What follows belongs to an exercise in optimizing a design on an open flow for small area, a short achievable clock period and few clock cycles; a production flow would make more cautious choices. Only simulation tests tie the RTL to the original design; equivalence was not proved. Power figures rest on the tool's default switching activity, not on a simulated workload.

==> flow/design.v <==
module draw_lines(
      input          i_clk,
      input          i_reset,
      input   [10:0] i_x0,
      input   [10:0] i_x1,
      input   [10:0] i_y0,
      input   [10:0] i_y1,
      input          i_start,
      input          i_load_fifo,
      output         o_waiting,
      output         o_fifo_full,
      output         o_wr,
      output  [18:0] o_addr
    );
   localparam NR = 12;           
   localparam RW = 38;           
   function [11:0] ks_add;
      input [11:0] a, b;
      input        ci;
      reg   [11:0] p, g, pp, gg;
      integer i, d;
      begin
         p = a ^ b;
         g = a & b;
         gg = {g[11:1], g[0] | (p[0] & ci)};
         pp = p;
         for (d = 1; d < 12; d = d * 2) begin
            for (i = 11; i >= d; i = i - 1) begin
               gg[i] = gg[i] | (pp[i] & gg[i-d]);
               pp[i] = pp[i] & pp[i-d];
            end
         end
         ks_add = p ^ {gg[10:0], ci};
      end
   endfunction
   reg        idle;              
   reg        wr;                
   reg  [3:0] count;             
   reg        full;              
   reg  [NR-1:0] r_v;            
   reg           x_v, y_v, e_v;
   reg        e_last;            
   wire emit   = ~idle & e_v;    
   wire finish = emit & e_last;  
   wire [NR+2:0] vall = {e_v, y_v, x_v, r_v};      
   wire [NR+2:0] take;
   genvar gi;
   generate
      for (gi = 1; gi <= NR+2; gi = gi + 1) begin : g_take
         assign take[gi] = vall[gi-1] & (~&vall[NR+2:gi] | finish);
      end
   endgenerate
   assign take[0] = i_load_fifo;
   wire [3:0] count_nx = count + {3'd0, i_load_fifo} - {3'd0, finish};
   always @(posedge i_clk) begin
      if (i_reset) begin
         idle    <= 1'b1;
         wr      <= 1'b0;
         count   <= 4'd0;
         full    <= 1'b0;
         r_v     <= {NR{1'b0}};
         x_v     <= 1'b0;
         y_v     <= 1'b0;
         e_v     <= 1'b0;
      end else begin
         idle  <= idle ? ~i_start : (count == 4'd0);
         wr    <= emit;
         count <= count_nx;
         full  <= count_nx == 4'd15;
         r_v   <= (r_v & ~take[NR:1]) | take[NR-1:0];
         x_v   <= (x_v & ~take[NR+1]) | take[NR];
         y_v   <= (y_v & ~take[NR+2]) | take[NR+1];
         e_v   <= (e_v & ~finish) | take[NR+2];
      end
   end
   assign o_waiting   = idle;
   assign o_fifo_full = full;
   assign o_wr        = wr;
   reg [RW-1:0] r_d [0:NR-1];
   always @(posedge i_clk) begin
      if (take[0])
         r_d[0] <= {i_x0[9:0], i_y0[8:0], i_x1[9:0], i_y1[8:0]};
   end
   generate
      for (gi = 1; gi < NR; gi = gi + 1) begin : g_raw
         always @(posedge i_clk) begin
            if (take[gi])
               r_d[gi] <= r_d[gi-1];
         end
      end
   endgenerate
   wire [9:0] h_x0 = r_d[NR-1][37:28];
   wire [8:0] h_y0 = r_d[NR-1][27:19];
   wire [9:0] h_x1 = r_d[NR-1][18:9];
   wire [8:0] h_y1 = r_d[NR-1][8:0];
   wire [10:0] dxp = {1'b0, h_x1} - {1'b0, h_x0};
   wire [10:0] dxn = {1'b0, h_x0} - {1'b0, h_x1};
   wire  [9:0] dyp = {1'b0, h_y1} - {1'b0, h_y0};
   wire  [9:0] dyn = {1'b0, h_y0} - {1'b0, h_y1};
   reg  [RW-1:0] x_pts;          
   reg     [9:0] x_adx;
   reg     [8:0] x_ady;
   reg           x_sx, x_sy;     
   always @(posedge i_clk) begin
      if (take[NR]) begin
         x_pts <= r_d[NR-1];
         x_sx  <= dxp[10];
         x_sy  <= dyp[9];
         x_adx <= dxp[10] ? dxn[9:0] : dxp[9:0];
         x_ady <= dyp[9]  ? dyn[8:0] : dyp[8:0];
      end
   end
   wire        steep = {1'b0, x_ady} > x_adx;
   wire        swap  = steep ? x_sy : x_sx;
   reg   [9:0] y_xs;
   reg   [8:0] y_ys;
   reg   [9:0] y_da, y_db;
   reg         y_steep, y_bpos;
   always @(posedge i_clk) begin
      if (take[NR+1]) begin
         y_xs    <= swap ? x_pts[18:9] : x_pts[37:28];
         y_ys    <= swap ? x_pts[8:0]  : x_pts[27:19];
         y_da    <= steep ? {1'b0, x_ady} : x_adx;
         y_db    <= steep ? x_adx : {1'b0, x_ady};
         y_steep <= steep;
         y_bpos  <= ~(x_sx ^ x_sy);
      end
   end
   wire [9:0]  d1 = y_da - y_db;                             
   wire [10:0] e0 = {2'b0, y_da[9:1]} - {1'b0, y_db};        
   reg  [9:0] e_x;
   reg  [8:0] e_y;
   reg [10:0] e_err;             
   reg  [9:0] e_d1;              
   reg  [9:0] e_db;
   reg  [9:0] e_cnt;             
   reg        e_steep, e_bpos;
   wire        e_step   = e_err[10];
   wire [11:0] e_err_s_w  = ks_add({e_err[10], e_err}, {2'b0, e_d1}, 1'b0);
   wire [11:0] e_err_ns_w = ks_add({e_err[10], e_err}, {2'b11, ~e_db}, 1'b1);
   wire [10:0] e_err_s  = e_err_s_w[10:0];
   wire [10:0] e_err_ns = e_err_ns_w[10:0];
   wire        x_mv = ~e_steep | e_step;
   wire        x_up = ~e_steep | e_bpos;
   wire        y_mv =  e_steep | e_step;
   wire        y_up =  e_steep | e_bpos;
   wire  [9:0] e_x_nx = x_mv ? (x_up ? e_x + 10'd1 : e_x - 10'd1) : e_x;
   wire  [8:0] e_y_nx = y_mv ? (y_up ? e_y + 9'd1 : e_y - 9'd1) : e_y;
   always @(posedge i_clk) begin
      if (take[NR+2]) begin
         e_x     <= y_xs;
         e_y     <= y_ys;
         e_err   <= e0;
         e_d1    <= d1;
         e_db    <= y_db;
         e_cnt   <= y_da;
         e_last  <= (y_da == 10'd0);
         e_steep <= y_steep;
         e_bpos  <= y_bpos;
      end else if (emit) begin
         e_x     <= e_x_nx;
         e_y     <= e_y_nx;
         e_err   <= e_step ? e_err_s : e_err_ns;
         e_cnt   <= e_cnt - 10'd1;
         e_last  <= (e_cnt == 10'd1);
      end
   end
   reg [18:0] addr;
   wire [11:0] s_a = {1'b0, e_y, 2'b0};
   wire [11:0] s_b = {3'b0, e_y};
   wire [11:0] s_c = {9'b0, e_x[9:7]};
   wire [11:0] s_sum = s_a ^ s_b ^ s_c;
   wire [11:0] s_cry = (s_a & s_b) | (s_a & s_c) | (s_b & s_c);
   always @(posedge i_clk) begin
      addr[6:0]  <= e_x[6:0];
      addr[18:7] <= ks_add(s_sum, {s_cry[10:0], 1'b0}, 1'b0);
   end
   assign o_addr = addr;
endmodule
export LEC_CHECK = 0
export ABC_AREA = 1
export CAP_MARGIN = 20
export CORE_MARGIN = 2
export CORE_UTILIZATION = 40
export SETUP_SLACK_MARGIN = 3.0
export SLEW_MARGIN = 20
create_clock -name core_clock -period 5.0 [get_ports {i_clk}]
run.sh (not shown) runs the stock make flow with config.mk's settings and CLKGATE_MAP_FILE= SYNTH_SCRIPT=/design/flow/synth_recipe.tcl, a recipe that flattens the netlist after the stock synthesis.
Testbench counts at the start, summed over its fixed seeds: cycles 117,974.
Change:
--- a/flow/design.v
+++ b/flow/design.v
@@ -109,27 +109,28 @@
          x_adx <= dxp[10] ? dxn[9:0] : dxp[9:0];
          x_ady <= dyp[9]  ? dyn[8:0] : dyp[8:0];
       end
    end
    wire        steep = {1'b0, x_ady} > x_adx;
-   wire        swap  = steep ? x_sy : x_sx;
-   reg   [9:0] y_xs;
-   reg   [8:0] y_ys;
-   reg   [9:0] y_da, y_db;
-   reg         y_steep, y_bpos;
+   reg  [RW-1:0] y_pts;
+   reg     [9:0] y_adx;
+   reg     [8:0] y_ady;
+   reg           y_steep, y_bpos, y_swap;
    always @(posedge i_clk) begin
       if (take[NR+1]) begin
-         y_xs    <= swap ? x_pts[18:9] : x_pts[37:28];
-         y_ys    <= swap ? x_pts[8:0]  : x_pts[27:19];
-         y_da    <= steep ? {1'b0, x_ady} : x_adx;
-         y_db    <= steep ? x_adx : {1'b0, x_ady};
+         y_pts   <= x_pts;
+         y_adx   <= x_adx;
+         y_ady   <= x_ady;
          y_steep <= steep;
          y_bpos  <= ~(x_sx ^ x_sy);
+         y_swap  <= steep ? x_sy : x_sx;
       end
    end
-   wire [9:0]  d1 = y_da - y_db;                             
-   wire [10:0] e0 = {2'b0, y_da[9:1]} - {1'b0, y_db};        
+   wire [10:0] t_xy  = {1'b0, y_adx} - {2'b0, y_ady};         
+   wire [10:0] t_yx  = {2'b0, y_ady} - {1'b0, y_adx};         
+   wire [10:0] e0_ns = {2'b0, y_adx[9:1]} - {2'b0, y_ady};    
+   wire [10:0] e0_s  = {3'b0, y_ady[8:1]} - {1'b0, y_adx};    
    reg  [9:0] e_x;
    reg  [8:0] e_y;
    reg [10:0] e_err;             
    reg  [9:0] e_d1;              
    reg  [9:0] e_db;
@@ -146,17 +147,17 @@
    wire        y_up =  e_steep | e_bpos;
    wire  [9:0] e_x_nx = x_mv ? (x_up ? e_x + 10'd1 : e_x - 10'd1) : e_x;
    wire  [8:0] e_y_nx = y_mv ? (y_up ? e_y + 9'd1 : e_y - 9'd1) : e_y;
    always @(posedge i_clk) begin
       if (take[NR+2]) begin
-         e_x     <= y_xs;
-         e_y     <= y_ys;
-         e_err   <= e0;
-         e_d1    <= d1;
-         e_db    <= y_db;
-         e_cnt   <= y_da;
-         e_last  <= (y_da == 10'd0);
+         e_x     <= y_swap ? y_pts[18:9] : y_pts[37:28];
+         e_y     <= y_swap ? y_pts[8:0]  : y_pts[27:19];
+         e_err   <= y_steep ? e0_s : e0_ns;
+         e_d1    <= y_steep ? t_yx[9:0] : t_xy[9:0];
+         e_db    <= y_steep ? y_adx : {1'b0, y_ady};
+         e_cnt   <= y_steep ? {1'b0, y_ady} : y_adx;
+         e_last  <= y_steep ? 1'b0 : (y_adx == 10'd0);
          e_steep <= y_steep;
          e_bpos  <= y_bpos;
       end else if (emit) begin
          e_x     <= e_x_nx;
          e_y     <= e_y_nx;
After rerunning: Final cell count is higher by a few percent. Worst setup slack is worse by 0.068 ns. Global-route usage rises by 0.63 points. Wire length increases by a few percent. Power climbs by a few percent. Combinational power barely changes. Clock-buffer cell count shrinks by 2. Design area grows by a few percent. Register-to-register slack is worse by 0.07 ns. Die area increases by a few percent. Maximum frequency shrinks by a few percent. Core utilization falls by 0.68 points.
Testbench counts after the change, summed over its fixed seeds: cycles 117,974.

-- re-timing with driven ports --
How much do the figures lean on ideal ports? The routed layouts below were timed once more, with nothing changed but the port constraints.
Step 1, drivers: a clkbuf_16 drives i_clk and a buf_2 each remaining input, both assumed.
Step 2 also shifts input and output timing later by t, the mid clock arrival at the registers, as if the neighbouring blocks saw the same clock.
Three values: no drivers, after step 1, after step 2; two values: the first two.
run	shift t [ns]	setup slack, ns	worst setup path after step 2
the first run	0.654	2.842 / 2.842 / 2.457	input to register
the second run	0.669	2.774 / 2.774 / 2.470	input to register
After both steps setup and hold are still met in every run listed. The setup slack of the first run, which loses most, moves by 0.000 ns with the drivers and by -0.385 ns with both steps.
